This is an optimization exercise on Yosys and OpenROAD, whose aim is small area, a short achievable clock period and few clock cycles, not a production implementation.
Only simulation tests tie the RTL to the original design; equivalence was not proved.
No activity file was given, so power comes from the tool's default toggle rates.

==> design.v <==
/*verilator lint_off DECLFILENAME*/
module CPU (
    input             Clk,
    input             Reset,
    input      [31:0] Input_Data,
    output     [31:0] Address,
    output     [31:0] Output_Data,
    output     [ 3:0] Write_Enable
);
  reg  [31:0] addr_r;      
  reg  [31:2] pc_r;        
  reg  [31:2] ir_r;        
  reg         ir_v;        
  reg  [31:0] dout_r;      
  reg  [ 3:0] we_r;        
  reg         ph1;         
  reg         ph2;         
  reg         m_load;      
  reg         m_cross;     
  reg  [ 4:0] m_rd;        
  reg  [ 2:0] m_f3;        
  reg  [ 3:0] m_we2;       
  reg  [ 1:0] m_off;       
  wire [31:0] ir = {ir_r, 2'b11};
  wire [ 4:0] opc = ir[6:2];
  wire [ 2:0] f3  = ir[14:12];
  wire [ 4:0] rd  = ir[11:7];
  wire op_lui    = (opc == 5'b01101);
  wire op_auipc  = (opc == 5'b00101);
  wire op_jal    = (opc == 5'b11011);
  wire op_jalr   = (opc == 5'b11001);
  wire op_branch = (opc == 5'b11000);
  wire op_load   = (opc == 5'b00000);
  wire op_store  = (opc == 5'b01000);
  wire op_imm    = (opc == 5'b00100);
  wire op_reg    = (opc == 5'b01100);
  wire [31:0] imm_i = {{20{ir[31]}}, ir[31:20]};
  wire [31:0] imm_s = {{20{ir[31]}}, ir[31:25], ir[11:7]};
  wire [31:0] imm_b = {{19{ir[31]}}, ir[31], ir[7], ir[30:25], ir[11:8], 1'b0};
  wire [31:0] imm_j = {{11{ir[31]}}, ir[31], ir[19:12], ir[20], ir[30:21], 1'b0};
  wire [31:0] imm_u = {ir[31:12], 12'h000};
  wire normal = ~ph1 & ~ph2;
  wire exec   = normal & ir_v;
  reg  [31:0] r_regs [1:31];
  wire        rf_we;
  wire [ 4:0] rf_wa;
  wire [31:0] rf_wd;
  reg  [31:0] wb_d;
  reg  [ 4:0] wb_rd;
  reg         wb_v;
  always @(posedge Clk) begin
    if (wb_v)
      r_regs[wb_rd] <= wb_d;
  end
  reg  [31:1] ra_oh, rb_oh, ra_oh_h, rb_oh_h;
  reg         ra_fw, rb_fw, ra_fw_h, rb_fw_h;
  reg  [31:0] rs1, rs2;
  integer k;
  always @(*) begin
    rs1 = {wb_d[31:16] & {16{ra_fw_h}}, wb_d[15:0] & {16{ra_fw}}};
    rs2 = {wb_d[31:16] & {16{rb_fw_h}}, wb_d[15:0] & {16{rb_fw}}};
    for (k = 1; k < 32; k = k + 1) begin
      rs1 = rs1 | (r_regs[k] & {{16{ra_oh_h[k]}}, {16{ra_oh[k]}}});
      rs2 = rs2 | (r_regs[k] & {{16{rb_oh_h[k]}}, {16{rb_oh[k]}}});
    end
  end
  wire [31:0] opb = op_reg ? rs2 :
                    op_store ? imm_s : imm_i;
  wire        sub = (op_reg & ir[30] & (f3 == 3'b000)) |
                    ((op_reg | op_imm) & (f3[2:1] == 2'b01));
  wire [32:0] sum;
  add32 u_add (.a(rs1), .b(opb ^ {32{sub}}), .ci(sub), .s(sum));
  wire        ltu = ~sum[32];
  wire        lts = (rs1[31] ^ opb[31]) ? rs1[31] : sum[31];
  wire [ 4:0] shamt = opb[4:0];
  wire        sh_left = ~f3[2];
  reg  [31:0] sh_in;
  reg  [31:0] sh_res;
  integer i;
  always @(*) begin
    for (i = 0; i < 32; i = i + 1)
      sh_in[i] = sh_left ? rs1[31 - i] : rs1[i];
  end
  wire [31:0] sh_r = $signed({ir[30] & ~sh_left & rs1[31], sh_in}) >>> shamt;
  always @(*) begin
    for (i = 0; i < 32; i = i + 1)
      sh_res[i] = sh_left ? sh_r[31 - i] : sh_r[i];
  end
  wire        c_eq  = (rs1 == rs2);
  wire        c_ltu = (rs1 < rs2);
  wire        c_lt  = ($signed(rs1) < $signed(rs2));
  reg         cond;
  always @(*) begin
    case (f3[2:1])
      2'b11:   cond = c_ltu;
      2'b10:   cond = c_lt;
      default: cond = c_eq;
    endcase
  end
  wire        taken = op_jal | op_jalr | (op_branch & (cond ^ f3[0]));
  wire [31:0] pc_imm = op_jal ? imm_j : op_branch ? imm_b : imm_u;
  wire [31:0] pc_add = (op_lui ? 32'd0 : {pc_r, 2'b00}) + pc_imm;
  wire [31:2] target = op_jalr ? sum[31:2] : pc_add[31:2];
  wire [ 1:0] off = sum[1:0];
  wire [ 3:0] size_mask = (f3[1:0] == 2'b00) ? 4'b0001 :
                          (f3[1:0] == 2'b01) ? 4'b0011 : 4'b1111;
  wire [ 7:0] lane_mask = {4'b0000, size_mask} << off;
  wire        crosses = (lane_mask[7:4] != 4'b0000);
  reg  [31:0] st_data;
  always @(*) begin
    case (off)
      2'b00:   st_data = rs2;
      2'b01:   st_data = {rs2[23:0], rs2[31:24]};
      2'b10:   st_data = {rs2[15:0], rs2[31:16]};
      default: st_data = {rs2[ 7:0], rs2[31: 8]};
    endcase
  end
  wire [31:0] merged;
  genvar g;
  generate
    for (g = 0; g < 4; g = g + 1) begin : g_merge
      assign merged[8*g+7:8*g] = (ph2 && g >= m_off) ? dout_r[8*g+7:8*g]
                                                      : Input_Data[8*g+7:8*g];
    end
  endgenerate
  reg  [31:0] ld_rot;
  always @(*) begin
    case (m_off)
      2'b00:   ld_rot = merged;
      2'b01:   ld_rot = {merged[ 7:0], merged[31: 8]};
      2'b10:   ld_rot = {merged[15:0], merged[31:16]};
      default: ld_rot = {merged[23:0], merged[31:24]};
    endcase
  end
  reg  [31:0] ld_data;
  always @(*) begin
    case (m_f3)
      3'b000:  ld_data = {{24{ld_rot[7]}}, ld_rot[7:0]};
      3'b001:  ld_data = {{16{ld_rot[15]}}, ld_rot[15:0]};
      3'b100:  ld_data = {24'd0, ld_rot[7:0]};
      3'b101:  ld_data = {16'd0, ld_rot[15:0]};
      default: ld_data = ld_rot;
    endcase
  end
  wire ld_last = m_load & ((ph1 & ~m_cross) | ph2);
  wire wb_kind = op_lui | op_auipc | op_jal | op_jalr | op_imm | op_reg;
  wire wb_exec = exec & wb_kind;
  assign rf_we = wb_exec | ld_last;
  assign rf_wa = normal ? rd : m_rd;
  wire s_alu  = normal & (op_reg | op_imm);
  wire s_sum  = s_alu & (f3 == 3'b000);
  wire s_sh   = s_alu & (f3[1:0] == 2'b01);
  wire s_slt  = s_alu & (f3 == 3'b010);
  wire s_sltu = s_alu & (f3 == 3'b011);
  wire s_xor  = s_alu & (f3 == 3'b100);
  wire s_or   = s_alu & (f3 == 3'b110);
  wire s_and  = s_alu & (f3 == 3'b111);
  wire s_pc   = normal & (op_lui | op_auipc);
  wire s_link = normal & (op_jal | op_jalr);
  wire s_ld   = ~normal;
  assign rf_wd = (sum[31:0]             & {32{s_sum}})  |
                 (sh_res                & {32{s_sh}})   |
                 {31'd0, (lts & s_slt) | (ltu & s_sltu)} |
                 ((rs1 ^ opb)           & {32{s_xor}})  |
                 ((rs1 | opb)           & {32{s_or}})   |
                 ((rs1 & opb)           & {32{s_and}})  |
                 (pc_add                & {32{s_pc}})   |
                 ({addr_r[31:2], 2'b00} & {32{s_link}}) |
                 (ld_data               & {32{s_ld}});
  wire        mem_op = exec & (op_load | op_store);
  wire        redirect = exec & taken;
  wire [31:2] inc_in = (ph1 & m_cross) ? addr_r[31:2] :
                       ~normal ? pc_r : addr_r[31:2];
  wire [31:2] inc = inc_in + 30'd1;
  wire        rd_w = normal ? exec & (wb_kind | op_load) & (rd != 5'd0)
                            : m_load & (m_rd != 5'd0);
  wire [ 4:0] rd_ref = normal ? rd : m_rd;
  wire [ 4:0] sel_a = normal ? Input_Data[19:15] : ir_r[19:15];
  wire [ 4:0] sel_b = normal ? Input_Data[24:20] : ir_r[24:20];
  wire        fw_a = rd_w & (sel_a == rd_ref);
  wire        fw_b = rd_w & (sel_b == rd_ref);
  wire [31:0] dec_a = 32'd1 << sel_a;
  wire [31:0] dec_b = 32'd1 << sel_b;
  wire        fw_a_h = rd_w & ~|(sel_a ^ rd_ref);
  wire        fw_b_h = rd_w & ~|(sel_b ^ rd_ref);
  always @(posedge Clk) begin
    ra_fw   <= fw_a;
    rb_fw   <= fw_b;
    ra_fw_h <= fw_a_h;
    rb_fw_h <= fw_b_h;
    for (k = 1; k < 32; k = k + 1) begin
      ra_oh[k]   <= (sel_a == k[4:0]) & ~fw_a;
      rb_oh[k]   <= (sel_b == k[4:0]) & ~fw_b;
      ra_oh_h[k] <= dec_a[k] & ~fw_a_h;
      rb_oh_h[k] <= dec_b[k] & ~fw_b_h;
    end
  end
  always @(posedge Clk) begin
    if (Reset)
      wb_v <= 1'b0;
    else
      wb_v <= rf_we & (rf_wa != 5'd0);
    wb_d  <= rf_wd;
    wb_rd <= rf_wa;
  end
  always @(posedge Clk) begin
    if (normal) begin
      ir_r <= Input_Data[31:2];
      pc_r <= addr_r[31:2];
    end
  end
  always @(posedge Clk) begin
    if (Reset) begin
      addr_r  <= 32'h00000000;
      ir_v    <= 1'b0;
      we_r    <= 4'b0000;
      ph1     <= 1'b0;
      ph2     <= 1'b0;
    end else if (normal) begin
      if (mem_op) begin
        addr_r  <= sum;
        ir_v    <= 1'b1;
        ph1     <= 1'b1;
        we_r    <= op_store ? lane_mask[3:0] : 4'b0000;
      end else if (redirect) begin
        addr_r  <= {target, 2'b00};
        ir_v    <= 1'b0;
      end else begin
        addr_r  <= {inc, 2'b00};
        ir_v    <= 1'b1;
      end
    end else if (ph1 & m_cross) begin
      addr_r  <= {inc, addr_r[1:0]};
      ph1     <= 1'b0;
      ph2     <= 1'b1;
      we_r    <= m_we2;
    end else begin
      addr_r  <= {inc, 2'b00};
      ph1     <= 1'b0;
      ph2     <= 1'b0;
      we_r    <= 4'b0000;
    end
  end
  always @(posedge Clk) begin
    if (mem_op) begin
      m_load  <= op_load;
      m_cross <= crosses;
      m_rd    <= rd;
      m_f3    <= f3;
      m_off   <= sum[1:0];
      m_we2   <= op_store ? lane_mask[7:4] : 4'b0000;
      dout_r  <= st_data;
    end else if (ph1 & m_load) begin
      dout_r  <= Input_Data;
    end
  end
  assign Address      = addr_r;
  assign Output_Data  = dout_r;
  assign Write_Enable = we_r;
endmodule
module add32 (
    input  [31:0] a,
    input  [31:0] b,
    input         ci,
    output [32:0] s
);
  wire [31:0] p0 = a ^ b;
  reg  [31:0] g, p;
  integer l, i, j;
  always @(*) begin
    g = a & b;
    p = p0;
    g[0] = g[0] | (p0[0] & ci);
    for (l = 0; l < 5; l = l + 1) begin
      for (i = 0; i < 32; i = i + 1) begin
        if (i[l]) begin
          j = ((i >> l) << l) - 1;
          g[i] = g[i] | (p[i] & g[j]);
          p[i] = p[i] & p[j];
        end
      end
    end
  end
  assign s = {g[31], p0 ^ {g[30:0], ci}};
endmodule
==> flow/run.sh <==
#!/bin/bash
set -euo pipefail
read -r MARGIN TNS < flow/repair.txt
DONT_USE=$(cat flow/dont_use.txt)
bash standard.sh SETUP_SLACK_MARGIN=$MARGIN TNS_END_PERCENT=$TNS MATCH_CELL_FOOTPRINT=0 \
  "DONT_USE_CELLS=$DONT_USE" finish > standard_flow.log 2>&1
==> flow/dont_use.txt <==
DONT_USE_CELLS: sky130_fd_sc_hd__probe_p_8 sky130_fd_sc_hd__probec_p_8 sky130_fd_sc_hd__lpflow_bleeder_1 sky130_fd_sc_hd__lpflow_clkbufkapwr_1 sky130_fd_sc_hd__lpflow_clkbufkapwr_16 sky130_fd_sc_hd__lpflow_clkbufkapwr_2 sky130_fd_sc_hd__lpflow_clkbufkapwr_4 sky130_fd_sc_hd__lpflow_clkbufkapwr_8 sky130_fd_sc_hd__lpflow_clkinvkapwr_1 sky130_fd_sc_hd__lpflow_clkinvkapwr_16 sky130_fd_sc_hd__lpflow_clkinvkapwr_2 sky130_fd_sc_hd__lpflow_clkinvkapwr_4 sky130_fd_sc_hd__lpflow_clkinvkapwr_8 sky130_fd_sc_hd__lpflow_decapkapwr_12 sky130_fd_sc_hd__lpflow_decapkapwr_3 sky130_fd_sc_hd__lpflow_decapkapwr_4 sky130_fd_sc_hd__lpflow_decapkapwr_6 sky130_fd_sc_hd__lpflow_decapkapwr_8 sky130_fd_sc_hd__lpflow_inputiso0n_1 sky130_fd_sc_hd__lpflow_inputiso0p_1 sky130_fd_sc_hd__lpflow_inputiso1n_1 sky130_fd_sc_hd__lpflow_inputiso1p_1 sky130_fd_sc_hd__lpflow_inputisolatch_1 sky130_fd_sc_hd__lpflow_isobufsrc_1 sky130_fd_sc_hd__lpflow_isobufsrc_16 sky130_fd_sc_hd__lpflow_isobufsrc_2 sky130_fd_sc_hd__lpflow_isobufsrc_4 sky130_fd_sc_hd__lpflow_isobufsrc_8 sky130_fd_sc_hd__lpflow_isobufsrckapwr_16 sky130_fd_sc_hd__lpflow_lsbuf_lh_hl_isowell_tap_1 sky130_fd_sc_hd__lpflow_lsbuf_lh_hl_isowell_tap_2 sky130_fd_sc_hd__lpflow_lsbuf_lh_hl_isowell_tap_4 sky130_fd_sc_hd__lpflow_lsbuf_lh_isowell_4 sky130_fd_sc_hd__lpflow_lsbuf_lh_isowell_tap_1 sky130_fd_sc_hd__lpflow_lsbuf_lh_isowell_tap_2 sky130_fd_sc_hd__lpflow_lsbuf_lh_isowell_tap_4 sky130_fd_sc_hd__ha_1 sky130_fd_sc_hd__ha_2 sky130_fd_sc_hd__ha_4 sky130_fd_sc_hd__fa_1 sky130_fd_sc_hd__fa_2 sky130_fd_sc_hd__fa_4 sky130_fd_sc_hd__clkdlybuf4s15_1 sky130_fd_sc_hd__clkdlybuf4s15_2 sky130_fd_sc_hd__clkdlybuf4s18_1 sky130_fd_sc_hd__clkdlybuf4s18_2 sky130_fd_sc_hd__clkdlybuf4s25_1 sky130_fd_sc_hd__clkdlybuf4s25_2 sky130_fd_sc_hd__clkdlybuf4s50_1 sky130_fd_sc_hd__clkdlybuf4s50_2 sky130_fd_sc_hd__dlymetal6s2s_1 sky130_fd_sc_hd__dlymetal6s4s_1 sky130_fd_sc_hd__dlymetal6s6s_1
==> flow/repair.txt <==
10.3 10
==> standard.sh <==
#!/bin/bash
# synth_recipe.tcl (not shown) runs the flow's synth.tcl, then flattens the netlist and writes it again
# the make line also repeats each setting of config.mk as NAME=value (left out here)
make -C /OpenROAD-flow-scripts/flow DESIGN_CONFIG=/design/flow/config.mk WORK_HOME=/design/flow/orfs CLKGATE_MAP_FILE= SYNTH_SCRIPT=/design/flow/synth_recipe.tcl "${@:-finish}"
==> config.mk <==
export PLATFORM = sky130hd
export DESIGN_NAME = CPU
export DESIGN_NICKNAME = CPU
export VERILOG_FILES = /design/flow/design.v
export SDC_FILE = /design/flow/constraint.sdc
export NUM_CORES = 4
export LEC_CHECK = 0
export CAP_MARGIN = 20
export CORE_MARGIN = 2
export CORE_UTILIZATION = 45
export CTS_CLUSTER_DIAMETER = 80
export CTS_CLUSTER_SIZE = 22
export SLEW_MARGIN = 20
==> constraint.sdc <==
create_clock -name core_clock -period 15.0 [get_ports {Clk}]
set_input_delay 3.0000 -clock core_clock [delete_from_list [all_inputs] [get_ports {Clk}]]
set_output_delay 3.0000 -clock core_clock [all_outputs]
set_load 0.01 [all_outputs]
==> results of run 1 <==
-- metal layers --
metal	vias up	part of all wire (%)
li1	23200	-
met1	28900	33
met2	6341	40
met3	1956	16
met4	13	10
met5	-	0.071
-- cell type report --
cell class	count	area [um2]
fill	12500	68800
multi-input combinational	3849	27500
clock inverter	27	372
sequential	1302	37200
timing repair buffer	705	4540
clock buffer	102	2060
antenna	11	27.5
tap	1903	2380
inverter	60	245
-- repair_timing --
| item | 4_1_cts | 5_1_grt |
|---|---|---|
| pin swaps | 57 | 34 |
| setup endpoints to repair | 233 | 190 |
| gates cloned | 6 | 1 |
| hold endpoints to repair | 0 | 0 |
| gates resized for setup | 867 | 240 |
| setup buffers | 161 | 130 |
-- power by group through the flow --
stage,combinational [mW],clock [mW],sequential (mW)
3_3_place_gp,1.25,0,4.13
2_1_floorplan,0.772,0,4.07
5_1_grt,1.56,2.47,4.03
3_5_place_dp,1.25,0,4.13
6_report,1.51,2.37,4.03
4_1_cts,1.38,2.35,4.03
-- cells in the final DEF (no fill, tap or decap), types with 25 or more instances in the layout --
cell type  synthesis  final
xnor2_1          154    136
or3_1             36     35
clkbuf_16          0     79
nand3_1           65     62
inv_1             55     50
buf_4              5    102
nor4_4             6     33
dfxtp_1          233    104
buf_6              8    116
mux2i_1          219    215
a211oi_1          53     44
nand2_1          391    382
nor2b_1           26     25
a22oi_1         1031   1015
mux2_2            31     31
nor3_1            49     42
a221oi_1          38     35
dfxtp_4            0     96
edfxtp_1        1069   1069
nor2_1           364    325
clkbuf_2           2     55
clkbuf_4           0     27
nor2_4             0     34
and2_1            27     27
dfxtp_2            0     33
a31oi_1           39     28
xor2_1            60     57
o211ai_1          31     31
a21oi_1          223    209
maj3_1            29     27
nand4_1          269    269
buf_1             29    273
buf_2             67    112
o21ai_0          239    220
-- worst max-delay path by stage --
stage | cells past startpoint | endpoint | startpoint
6_report | 18 | wb_d[31] | rb_oh_h[20]
5_1_grt | 16 | wb_d[19] | ir_r[4]
4_1_cts | 9 | rb_oh_h[17] | Input_Data[24]
2_1_floorplan | 9 | wb_d[19] | Input_Data[15]
3_3_place_gp | 14 | wb_d[28] | ir_r[3]
3_5_place_dp | 16 | addr_r[18] | ir_r[3]
-- state kept, by name (all words and copies together) (netlist names), 4 cells and up --
| register | flops |
|---|---|
| r_regs | 992 |
| pc_r | 30 |
| ra_oh | 31 |
| ra_oh_h | 31 |
| rb_oh | 31 |
| wb_rd | 5 |
| rb_oh_h | 31 |
| m_rd | 5 |
| wb_d | 32 |
| addr_r | 32 |
| we_r | 4 |
| dout_r | 32 |
| ir_r | 30 |
-- cell families (layout without fill, tap and decap cells) --
group	count (synthesis)	count (layout)
AOI/OAI and AO/OA	1906	1908
and+or+nand+nor	1429	1432
DFF	1302	1302
buffers and inverters	547	894
muxes	257	257
xor gates and xnor gates	215	215
adders and majority gates	37	37
other	0	11
-- worst min-delay path, delay by kind of cell (launching register included) --
family / cells / cell delay (ns)
and+or+nand+nor: 2 / 0.10
DFF: 1 / 0.33
-- stage by stage --
stage                     util [%]  cell area (um2)
after detailed placement      47.2            67500
after floorplan                  -            64700
after global routing          51.9            74300
after CTS                     50.8            72800
final                         51.9            74300
after global placement        47.0            67300
==> notes.md, run 1 <==
| Parameter | This run |
|:---|:---|
| Via count of the routed design | 60.4k |
| Pin count of the biggest net entering global routing | 67 |
| CTS root buffer | clkbuf_16 |
| Critical path's top delay family | adder cells |
| Hold buffers post-CTS | 0 |
| Global routing's busiest layer | met2 |
| Chip width | 383 um |
| RSZ-0062 raised after global routing | true |
| Cell count of the worst reg-to-reg path | 18 |
| Total global routing track utilization | 45.0% |
| Instance count after placement with tap cells included | 7,519 |
| Gp weighted congestion | 1.05 |
| Cell seen most often among critical-path stages | maj3_2 |
| Library cell with the highest instance count after synthesis | edfxtp_1 |
| Worst path required time | 15.65 ns |
| Post-synth EDFFs | 1,069 |
| Worst setup slack after placement | 8.24 ns |
| Global-route met2 utilization | 63.8% |
| TritonCTS clock tree | built |
| Internal power | 5.47 mW |
| Skew-Pair Late Insertion Delay | 0.76 ns |
| Cell-by-cell trace of the critical path | buf_1 -> a22oi_1 -> nand4_1 -> nor4_4 -> buf_6 -> buf_1 -> clkbuf_2 -> nand2_1 -> nand2_1 -> xnor2_2 -> maj3_1 -> maj3_2 -> maj3_1 -> maj3_2 -> maj3_2 -> o21a_2 -> xnor2_1 -> o211ai_1 |
| Xor/xnor cell area share of the yosys netlist | 2.93% |
| Max-slew headroom | 14.3% |
| Switching share of power | 30.9% |
| CTS clock-pin slew for the worst setup and hold paths | 0.10 ns |
| Hold Path Cell Cnt | 2 |
| Number of synthesized register bits | 1,302 |
| Non-filler instance count after layout | 7,959 |
| Wire length of the first global-routing pass | 456,000 um |
| Relative area change from synthesis to final layout | 15.0% |
| Worst setup skew after layout | 0.0432 ns |
| Source of the worst hold timing path | pc_r[4] |
| Post-synthesis simple-gate area fraction | 11.3% |
| Total power per unit cell area | 107 nW/um2 |
| Hold WS | 0.471 ns |
| Reg-to-reg endpoint | wb_d[31] |
| Outcome | complete, no violations |
| Area share of the leading cell type in the synthesized netlist | 49.7% |
| Sequential fraction of the synthesis area | 56.9% |
| Worst Max-Slew Pin Slew | 1.29 ns |
| Reg-to-reg startpoint | rb_oh_h[20] |
| Synthesis Warnings | 2 |
| Top cells by count, synth | edfxtp_1 (1,069), a22oi_1 (1,031), nand2_1 (391) |
| CTS H-tree lvls | 3 |
| Global routing usage on met1 | 54.2% |
| Leakage power summed over all cells | 24.4 nW |
| Via/cell ratio | 7.59 |
| Pwr Total | 7.91 mW |
| Worst reg-to-reg setup slack | 10.09 ns |
| Post-Syn Area per Cell | 11.4 um2 |
| Total half-perimeter wirelength after legalization and detailed placement | 221,000 um |
| Critical path endpoint category | flop |
| Final worst-path cycle share | 32.7% |
| # port buffers | 101 |
| Maximum fanout along the worst path | 6 |
| Number of unique standard cell types used by synthesis | 103 |
| DRC | 0 |
| Tmin final | 4.91 ns |
| Count of mapped cells out of synthesis | 5,693 |
| Ratio of cells with drive above 1 in the final layout | 17.1% |
| Number of maximum-capacitance violations | 0 |
| Final-report setup violation count | 0 |
| Peak supply drop | 0.114 mV |
| Die Footprint | 147,000 um2 |
| First-pass detailed-route iteration total | 10 |
| Initial antenna violation count | 18 |
| Arrival time worst endpoint | 5.55 ns |
| FFs w/ async S/R, synth | 0% |
| Fraction of the mapped netlist area in compound gates | 20.7% |
| Net count of the finished layout | 6,029 |
| Mux share of post-synthesis cell area | 4.18% |
| Met3 track utilization from global routing | 18.7% |
| Final count of pins violating max slew | 0 |
| Dominant cell type by area after synthesis | edfxtp_1 |
| Worst setup margin | 10.09 ns |
| Part of the power in registers | 51.0% |
| Clock share of power | 29.9% |
| Number of clock sinks | 1,302 |
| I/O pin cnt | 102 |
| Netlist Area Pre-Place | 64,600 um2 |
| Total congestion overflow after global routing | 0 |
| Delay of the slowest cell on the worst path | 0.38 ns |
| Combinational fraction of design power | 19.1% |
| Peak Freq | 204 MHz |
| Reported net switching power | 2.45 mW |
| Min-Delay Path Class | flop to flop |
| Inserted Clock Buffers | 77 |
| Setup TNS after final layout | 0 ns |
| Cell row count | 139 |
| Bufs on Longest Clock Path | 3 |
| Initial detailed-routing violation count | 12.3k |
| Hold Crit Endpoint | pc_r[4] |
| Synthesized Nets | 5,727 |
| Standard cell with the maximum stage delay on the critical path | dfxtp_4 |
| Fraction of the mapped netlist area in adder cells | 0.588% |
| Largest family of logic cells by synthesized area | compound AO/OA/AOI/OAI gates |
| Final hold violation count | 0 |
| Post-detailed-route count of antenna-violating nets | 0 |
| Startpoint type of the worst setup path | flop |
| Final wirelength | 342,000 um |
| Chip Height | 383 um |
| Starting utilization of the core area | 45.2% |
| Dominant cells by area after synthesis | edfxtp_1 (50%), a22oi_1 (12%), dfxtp_1 (7.2%), mux2i_1 (3.4%), nand4_1 (2.6%) |
| Number of global-route vias before repair | 54.9k |
| WL/cell | 43.0 um |
| Buffers & Inverters on Critical Path | 4 |
| Path type of the worst setup path | flop to flop |
| Area of the placeable core | 143,000 um2 |
| Post-synth top flop | edfxtp_1 |
Testbench counts, summed over its fixed seeds: cycles 128,057.
==> inputs of run 2 (changes only) <==
--- a/design.v
+++ b/design.v
@@ -21,6 +21,9 @@
   reg  [ 2:0] m_f3;        
   reg  [ 3:0] m_we2;       
   reg  [ 1:0] m_off;       
+  reg         d_reg;       
+  reg         d_sub;       
+  reg         d_sum, d_sh, d_xor, d_or, d_and;  
   wire [31:0] ir = {ir_r, 2'b11};
   wire [ 4:0] opc = ir[6:2];
   wire [ 2:0] f3  = ir[14:12];
@@ -64,10 +67,9 @@
       rs2 = rs2 | (r_regs[k] & {{16{rb_oh_h[k]}}, {16{rb_oh[k]}}});
     end
   end
-  wire [31:0] opb = op_reg ? rs2 :
+  wire [31:0] opb = d_reg ? rs2 :
                     op_store ? imm_s : imm_i;
-  wire        sub = (op_reg & ir[30] & (f3 == 3'b000)) |
-                    ((op_reg | op_imm) & (f3[2:1] == 2'b01));
+  wire        sub = d_sub;
   wire [32:0] sum;
   add32 u_add (.a(rs1), .b(opb ^ {32{sub}}), .ci(sub), .s(sum));
   wire        ltu = ~sum[32];
@@ -148,13 +150,13 @@
   assign rf_we = wb_exec | ld_last;
   assign rf_wa = normal ? rd : m_rd;
   wire s_alu  = normal & (op_reg | op_imm);
-  wire s_sum  = s_alu & (f3 == 3'b000);
-  wire s_sh   = s_alu & (f3[1:0] == 2'b01);
+  wire s_sum  = normal & d_sum;
+  wire s_sh   = normal & d_sh;
   wire s_slt  = s_alu & (f3 == 3'b010);
   wire s_sltu = s_alu & (f3 == 3'b011);
-  wire s_xor  = s_alu & (f3 == 3'b100);
-  wire s_or   = s_alu & (f3 == 3'b110);
-  wire s_and  = s_alu & (f3 == 3'b111);
+  wire s_xor  = normal & d_xor;
+  wire s_or   = normal & d_or;
+  wire s_and  = normal & d_and;
   wire s_pc   = normal & (op_lui | op_auipc);
   wire s_link = normal & (op_jal | op_jalr);
   wire s_ld   = ~normal;
@@ -203,10 +205,22 @@
     wb_d  <= rf_wd;
     wb_rd <= rf_wa;
   end
+  wire [ 4:0] in_opc = Input_Data[6:2];
+  wire [ 2:0] in_f3  = Input_Data[14:12];
+  wire        in_reg = (in_opc == 5'b01100);
+  wire        in_alu = in_reg | (in_opc == 5'b00100);
   always @(posedge Clk) begin
     if (normal) begin
-      ir_r <= Input_Data[31:2];
-      pc_r <= addr_r[31:2];
+      ir_r  <= Input_Data[31:2];
+      pc_r  <= addr_r[31:2];
+      d_reg <= in_reg;
+      d_sub <= (in_reg & Input_Data[30] & (in_f3 == 3'b000)) |
+               (in_alu & (in_f3[2:1] == 2'b01));
+      d_sum <= in_alu & (in_f3 == 3'b000);
+      d_sh  <= in_alu & (in_f3[1:0] == 2'b01);
+      d_xor <= in_alu & (in_f3 == 3'b100);
+      d_or  <= in_alu & (in_f3 == 3'b110);
+      d_and <= in_alu & (in_f3 == 3'b111);
     end
   end
   always @(posedge Clk) begin
==> notes.md, run 2 <==
| Parameter | This run |
|:---|:---|
| Pin count of the biggest net entering global routing | 70 |
| Reported net switching power | 2.65 mW |
| WL/cell | 43.4 um |
| Combinational fraction of design power | 19.2% |
| Skew-Pair Late Insertion Delay | 0.77 ns |
| Worst setup skew after layout | 0.0694 ns |
| Arrival time worst endpoint | 5.63 ns |
| Synthesis Warnings | 2 |
| Max-slew headroom | 13.4% |
| TritonCTS clock tree | built |
| Most frequent cells in the layout | edfxtp_1 (1,076), a22oi_1 (973), nor2_1 (394) |
| First-pass detailed-route iteration total | 11 |
| Setup TNS after final layout | 0 ns |
| CTS root buffer | clkbuf_16 |
| Worst reg-to-reg setup slack | 10.03 ns |
| Final worst-path cycle share | 33.2% |
| Netlist Area Pre-Place | 64,700 um2 |
| Post-Syn Area per Cell | 11.3 um2 |
| Initial antenna violation count | 10 |
| Post-synth EDFFs | 1,076 |
| Dominant cells by area after synthesis | edfxtp_1 (50%), a22oi_1 (12%), dfxtp_1 (7.2%), mux2i_1 (2.7%), nor2_1 (2.6%) |
| Chip Height | 383 um |
| I/O pin cnt | 102 |
| Total global routing track utilization | 45.6% |
| Dominant cell type by area after synthesis | edfxtp_1 |
| Cell row count | 139 |
| Peak supply drop | 0.110 mV |
| Number of maximum-capacitance violations | 0 |
| Total power per unit cell area | 112 nW/um2 |
| Chip width | 383 um |
| Max FFs per register | 992 |
| Final hold violation count | 0 |
| DRC | 0 |
| Synthesized Nets | 5,780 |
| Bufs on Longest Clock Path | 3 |
| Leading cell type in the layout, fill and taps excluded | edfxtp_1 |
| Area of the placeable core | 143,000 um2 |
| Switching share of power | 32.0% |
| Final wirelength | 347,000 um |
| Hold WS | 0.480 ns |
| Internal power | 5.64 mW |
| Number of clock sinks | 1,309 |
| Via/cell ratio | 7.55 |
| Via count of the routed design | 60.4k |
| Peak Freq | 201 MHz |
| Wire length of the first global-routing pass | 460,000 um |
| Count of mapped cells out of synthesis | 5,746 |
| CTS clock-pin slew for the worst setup and hold paths | 0.09 ns |
| Min-Delay Path Class | flop to flop |
| Library cell with the highest instance count after synthesis | edfxtp_1 |
| Maximum fanout along the worst path | 10 |
| Final count of pins violating max slew | 0 |
| Cell area after placement | 67,300 um2 |
| Cell-by-cell trace of the critical path | clkbuf_16 -> buf_1 -> a22oi_1 -> nand4_1 -> nor4_2 -> clkbuf_2 -> nand2b_1 -> maj3_1 -> maj3_1 -> maj3_1 -> o21ai_0 -> nand2b_1 -> and4_4 -> o31ai_4 -> nand3b_4 -> buf_1 -> a221oi_1 -> o21ai_0 -> a21oi_1 |
| Sequential fraction of the synthesis area | 57.2% |
| Tmin final | 4.97 ns |
| Part of the power in registers | 50.3% |
| Initial detailed-routing violation count | 12.8k |
| Number of global-route vias before repair | 54.6k |
| Die Footprint | 147,000 um2 |
| Critical path endpoint category | flop |
| Final-report setup violation count | 0 |
| Inserted Clock Buffers | 83 |
| Clock share of power | 30.5% |
| Worst path required time | 15.65 ns |
| Number of unique standard cell types used by synthesis | 108 |
| Area share of the leading cell type in the synthesized netlist | 50.0% |
| Standard cell with the maximum stage delay on the critical path | dfxtp_4 |
| Worst Max-Slew Pin Slew | 1.30 ns |
| Post-detailed-route count of antenna-violating nets | 0 |
| Cell seen most often among critical-path stages | maj3_1 |
| Number of synthesized register bits | 1,309 |
| Path type of the worst setup path | flop to flop |
| Leakage power summed over all cells | 24.4 nW |
| Ratio of cells with drive above 1 in the final layout | 16.2% |
| Starting utilization of the core area | 45.2% |
| Net count of the finished layout | 6,051 |
| RSZ-0062 raised after global routing | true |
| Gp weighted congestion | 1.05 |
| Startpoint type of the worst setup path | flop |
| Largest reg by FF count | r_regs |
| # port buffers | 101 |
| Delay of the slowest cell on the worst path | 0.49 ns |
| Post-synth top flop | edfxtp_1 |
| Total congestion overflow after global routing | 0 |
| Total half-perimeter wirelength after legalization and detailed placement | 223,000 um |
| Fin area | 74,300 um2 |
| FFs w/ async S/R, synth | 0% |
| Outcome | complete, no violations |
| Top cells by count, synth | edfxtp_1 (1,076), a22oi_1 (1,015), nor2_1 (440) |
| CTS H-tree lvls | 3 |
| Relative area change from synthesis to final layout | 14.9% |
-- run 2: cell type report --
class / count / area (um2)
antenna: 9 / 22.5
clock buffer: 111 / 2190
tap: 1903 / 2380
multi-input combinational: 3876 / 27100
clock inverter: 41 / 539
timing repair buffer: 665 / 4380
inverter: 82 / 325
fill: 12600 / 68800
sequential: 1309 / 37300
-- run 2: per-layer routing --
layer,up-vias,GRT usage [%],share of wire (%)
met5,-,0.827,0.11
met4,16,33.7,10
met3,1804,19.6,16
met2,6382,62.8,39
met1,29100,56.3,34
li1,23100,-,-
-- run 2: critical path: cells and delay by family (launching register included) --
family,cells,cell delay (ns)
adder cells (fa/ha/maj),3,1.13
AND/OR/NAND/NOR,6,1.00
AO/OA/AOI/OAI,6,1.24
buffers and inverters,4,0.99
flip-flops,1,0.49
-- run 2: kinds of logic after synthesis --
family                     synth area share (%)
DFF                                        57.2
muxes                                      3.10
xor gates and xnor gates                   2.99
and+or+nand+nor                            11.3
adders and majority gates                 0.807
buffers and inverters                      3.53
AOI/OAI and AO/OA                          21.0
-- run 2: final timing paths --
check        cells after the start     from         end
max                             19    ra_fw  addr_r[12]
min                              2  pc_r[4]     pc_r[4]
max reg2reg                     19    ra_fw  addr_r[12]
min reg2reg                      2  pc_r[4]     pc_r[4]
-- run 2: what timing repair did --
item / CTS / global route
buffers inserted: 153 / 120
resized for setup: 797 / 261
pin swaps: 53 / 91
setup endpoints to repair: 105 / 116
hold buffers: 0 / 0
cloned: 4 / 3
-- run 2: metrics by stage --
stage | setup WS, ns | instances | power [mW] | utilization (%)
after floorplan | 10.23 | 5746 | 4.99 | -
after global placement | 8.35 | 7552 | 5.59 | 46.9
after detailed placement | 8.49 | 7555 | 5.59 | 47.0
after CTS | 10.18 | 7864 | 8.13 | 50.8
after global routing | 10.02 | 7987 | 8.46 | 51.9
final | 10.03 | 7996 | 8.30 | 51.9
-- run 2: power groups by stage --
| stage | Combinational, mW | Sequential [mW] | Clock, mW |
|---|---|---|---|
| 2_1_floorplan | 0.801 | 4.18 | 0 |
| 3_3_place_gp | 1.33 | 4.26 | 0 |
| 3_5_place_dp | 1.33 | 4.26 | 0 |
| 4_1_cts | 1.44 | 4.16 | 2.52 |
| 5_1_grt | 1.64 | 4.17 | 2.65 |
| 6_report | 1.59 | 4.17 | 2.53 |
Testbench counts of run 2, summed over its fixed seeds: cycles 128,057.
==> inputs of run 3 (changes only) <==
--- a/config.mk
+++ b/config.mk
@@ -7,7 +7,7 @@
 export LEC_CHECK = 0
 export CAP_MARGIN = 20
 export CORE_MARGIN = 2
-export CORE_UTILIZATION = 45
+export CORE_UTILIZATION = 50
 export CTS_CLUSTER_DIAMETER = 80
 export CTS_CLUSTER_SIZE = 22
 export SLEW_MARGIN = 20
==> notes.md, run 3 <==
| Parameter | This run |
|:---|:---|
| Die Footprint | 132,000 um2 |
| CTS clock-pin slew for the worst setup and hold paths | 0.10 ns |
| Pin count of the biggest net entering global routing | 67 |
| Cell count of the worst reg-to-reg path | 19 |
| Peak Freq | 201 MHz |
| Post-synth EDFFs | 1,076 |
| Dominant cells by area after synthesis | edfxtp_1 (50%), a22oi_1 (12%), dfxtp_1 (7.2%), mux2i_1 (2.7%), nor2_1 (2.6%) |
| Fraction of the mapped netlist area in adder cells | 0.807% |
| Sequential fraction of the synthesis area | 57.2% |
| Initial detailed-routing violation count | 12.7k |
| Top cells by count, synth | edfxtp_1 (1,076), a22oi_1 (1,015), nor2_1 (440) |
| Number of global-route vias before repair | 55.2k |
| Cell-by-cell trace of the critical path | buf_6 -> a22oi_1 -> nand4_1 -> nor4_4 -> buf_6 -> buf_1 -> xnor2_1 -> nand2_1 -> or4_4 -> o221ai_4 -> o21bai_1 -> and4_4 -> o31ai_4 -> nand3b_4 -> a21oi_4 -> buf_12 -> buf_4 -> mux2i_1 -> a221oi_1 |
| Reg-to-reg startpoint | rb_oh[23] |
| Final wirelength | 350,000 um |
| First-pass detailed-route iteration total | 14 |
| Final count of pins violating max slew | 0 |
| Peak supply drop | 0.110 mV |
| RSZ-0062 raised after global routing | true |
| Inserted Clock Buffers | 80 |
| Area share of the leading cell type in the synthesized netlist | 50.0% |
| Number of stages on the worst setup path | 19 |
| Number of unique standard cell types used by synthesis | 108 |
| Total congestion overflow after global routing | 0 |
| Standard cell with the maximum stage delay on the critical path | or4_4 |
| Hold buffers post-CTS | 0 |
| Source of the worst hold timing path | we_r[3] |
| Startpoint type of the worst setup path | flop |
| Synthesis Warnings | 2 |
| Critical path's top delay family | simple AND/OR/NAND/NOR gates |
| Post-detailed-route count of antenna-violating nets | 0 |
| # port buffers | 101 |
| Largest family of logic cells by synthesized area | compound AO/OA/AOI/OAI gates |
| Max FFs per register | 992 |
| Gp weighted congestion | 1.08 |
| Xor/xnor cell area share of the yosys netlist | 2.99% |
| Dominant cell type by area after synthesis | edfxtp_1 |
| Cell row count | 131 |
| Hold Path Cell Cnt | 2 |
| Critical path endpoint category | flop |
| Total global routing track utilization | 51.4% |
| WL/cell | 44.8 um |
| Fraction of the mapped netlist area in compound gates | 21.0% |
| Final worst-path cycle share | 33.2% |
| Max-slew headroom | 3.06% |
| Post-synthesis simple-gate area fraction | 11.3% |
| Maximum fanout along the worst path | 12 |
| Leading cell type in the layout, fill and taps excluded | edfxtp_1 |
| Skew-Pair Late Insertion Delay | 0.74 ns |
| Largest reg by FF count | r_regs |
| CTS H-tree lvls | 3 |
| Number of synthesized register bits | 1,309 |
| Most frequent cells in the layout | edfxtp_1 (1,076), a22oi_1 (959), nor2_1 (394) |
| Post-Syn Area per Cell | 11.3 um2 |
| TritonCTS clock tree | built |
| Tmin final | 4.98 ns |
| Hold Crit Endpoint | we_r[3] |
| DRC | 0 |
| Area of the placeable core | 128,000 um2 |
| Number of maximum-capacitance violations | 0 |
| Via count of the routed design | 61.1k |
| Delay of the slowest cell on the worst path | 0.58 ns |
| Synthesized Nets | 5,780 |
| FFs w/ async S/R, synth | 0% |
| Buffers & Inverters on Critical Path | 5 |
| Netlist Area Pre-Place | 64,700 um2 |
| Net count of the finished layout | 6,047 |
| Min-Delay Path Class | flop to flop |
| CTS root buffer | clkbuf_16 |
| Bufs on Longest Clock Path | 3 |
| Setup TNS after final layout | 0 ns |
| Initial antenna violation count | 13 |
| Path type of the worst setup path | flop to flop |
| Worst path required time | 15.56 ns |
| Final hold violation count | 0 |
| Post-synth top flop | edfxtp_1 |
| Worst Max-Slew Pin Slew | 1.44 ns |
| Cell seen most often among critical-path stages | buf_6 |
| Via/cell ratio | 7.83 |
| Total half-perimeter wirelength after legalization and detailed placement | 228,000 um |
| Ratio of cells with drive above 1 in the final layout | 16.2% |
| Arrival time worst endpoint | 5.53 ns |
| Pwr Total | 8.18 mW |
| Number of clock sinks | 1,309 |
| Final-report setup violation count | 0 |
| Wire length of the first global-routing pass | 463,000 um |
| Outcome | complete, no violations |
| Worst reg-to-reg setup slack | 10.03 ns |
| Mux share of post-synthesis cell area | 3.10% |
| Count of mapped cells out of synthesis | 5,746 |
| Post-layout util | 57.7% |
| Relative area change from synthesis to final layout | 14.2% |
| Total power per unit cell area | 111 nW/um2 |
| I/O pin cnt | 102 |
| Reg-to-reg endpoint | addr_r[3] |
| # fillers | 10.7k |
| Library cell with the highest instance count after synthesis | edfxtp_1 |
| Starting utilization of the core area | 50.5% |
| Leakage power summed over all cells | 24.2 nW |
| Chip Height | 364 um |
| Chip width | 364 um |
| Worst setup skew after layout | 0.0455 ns |
-- run 3: cell types whose count changed in the layout (fill, tap and decap cells not counted), sizes merged, moves of 2 or more --
cell / delta
buf: +3
clkbuf: -13
clkinvlp: -2
inv: -7
bufinv: -2
diode: +5
clkinv: +2
-- run 3: routing by layer --
metal | routed length [um] | GRT usage (%) | vias up
li1 | - | - | 23200
met1 | 115000 | 61.6 | 29200
met2 | 138000 | 70.6 | 6755
met3 | 59100 | 23.4 | 1976
met4 | 38100 | 41.7 | 18
met5 | 447 | 0.436 | -
-- run 3: cell families after synthesis --
group           Yosys count
compound gates         1936
simple gates           1470
flops                  1309
buf+inv                 564
xor+xnor                221
mux                     195
fa+ha+maj                51
-- run 3: area by class of cell --
class	count	area [um2]	area share (%)
Multi-Input combinational cell	3878	27100	36.7
Antenna cell	14	35.0	0.0475
Inverter	82	323	0.437
Sequential cell	1309	37400	50.6
Timing Repair inverter	1	7.51	0.0102
Clock buffer	105	2170	2.94
Timing Repair Buffer	661	4270	5.79
Clock inverter	31	365	0.495
Tap cell	1729	2160	2.93
-- run 3: through the flow --
stage / hold slack, ns / worst slack [ns] / std cells / instance area (um2)
after global placement: 0.463 / 8.02 / 7388 / 67000
after floorplan: 0.424 / 10.23 / 5746 / 64700
after CTS: 0.469 / 10.12 / 7669 / 72300
final: 0.474 / 10.03 / 7810 / 73800
after detailed placement: 0.457 / 8.04 / 7392 / 67100
after global routing: 0.512 / 9.91 / 7797 / 73800
-- run 3: worst max-delay path by stage --
stage	slack, ns	to	start
floorplan	10.23	wb_d[23]	Input_Data[15]
global placement	8.02	addr_r[13]	rb_oh[13]
detailed placement	8.04	addr_r[18]	ra_oh[22]
CTS	10.12	wb_d[12]	Input_Data[23]
global route	9.91	wb_d[31]	ir_r[2]
finish	10.03	addr_r[3]	rb_oh[23]
-- run 3: power breakdown --
| part | total [mW] | switching, mW | internal, mW | leakage [nW] |
|---|---|---|---|---|
| registers | 4.18 | 0.164 | 4.02 | 11.9 |
| clock network | 2.41 | 1.35 | 1.07 | 1.23 |
| logic | 1.58 | 1.09 | 0.490 | 11.1 |
-- run 3: worst register-to-register path, delay by kind of cell, from the launching register on --
kind / cells / cell delay [ns]
AND/OR/NAND/NOR: 6 / 1.59
buffers and inverters: 5 / 1.25
AO/OA/AOI/OAI: 6 / 1.17
flip-flops: 1 / 0.43
XOR/XNOR: 1 / 0.19
multiplexers: 1 / 0.18
-- run 3: what timing repair did --
item	in CTS	in global routing
resized for setup	820	276
endpoints found under the hold margin	0	0
pin swaps	64	82
setup endpoints to repair	123	118
setup buffers	136	119
cloned	5	3

[static timing again, ports no longer ideal]
How much do the figures lean on ideal ports? The routed layouts below were timed once more, with nothing changed but the port constraints. Step 1: set_driving_cell puts a clkbuf_16 on Clk and a buf_2 on each other input, an assumption about the parent block. Step 2 times the ports against the registers' clock, not the clock port: input delays grow and output delays shrink by t, the midpoint of the rising clock arrivals with the driver on. a / b / c = no drivers / after step 1 / after step 2; a / b = the first two.
run | shift t [ns] | setup slack, ns | slew at the worst register clock pin (ns)
run 1 | 0.828 | 10.093 / 10.093 / 9.378 | 0.10 / 0.10
run 2 | 0.817 | 10.027 / 10.027 / 9.337 | 0.10 / 0.10
run 3 | 0.793 | 10.025 / 10.025 / 9.323 | 0.10 / 0.10
After both steps setup and hold are still met in every run listed. For run 1, which loses most, drivers alone change the setup slack by 0.000 ns; drivers and shift together by -0.715 ns.
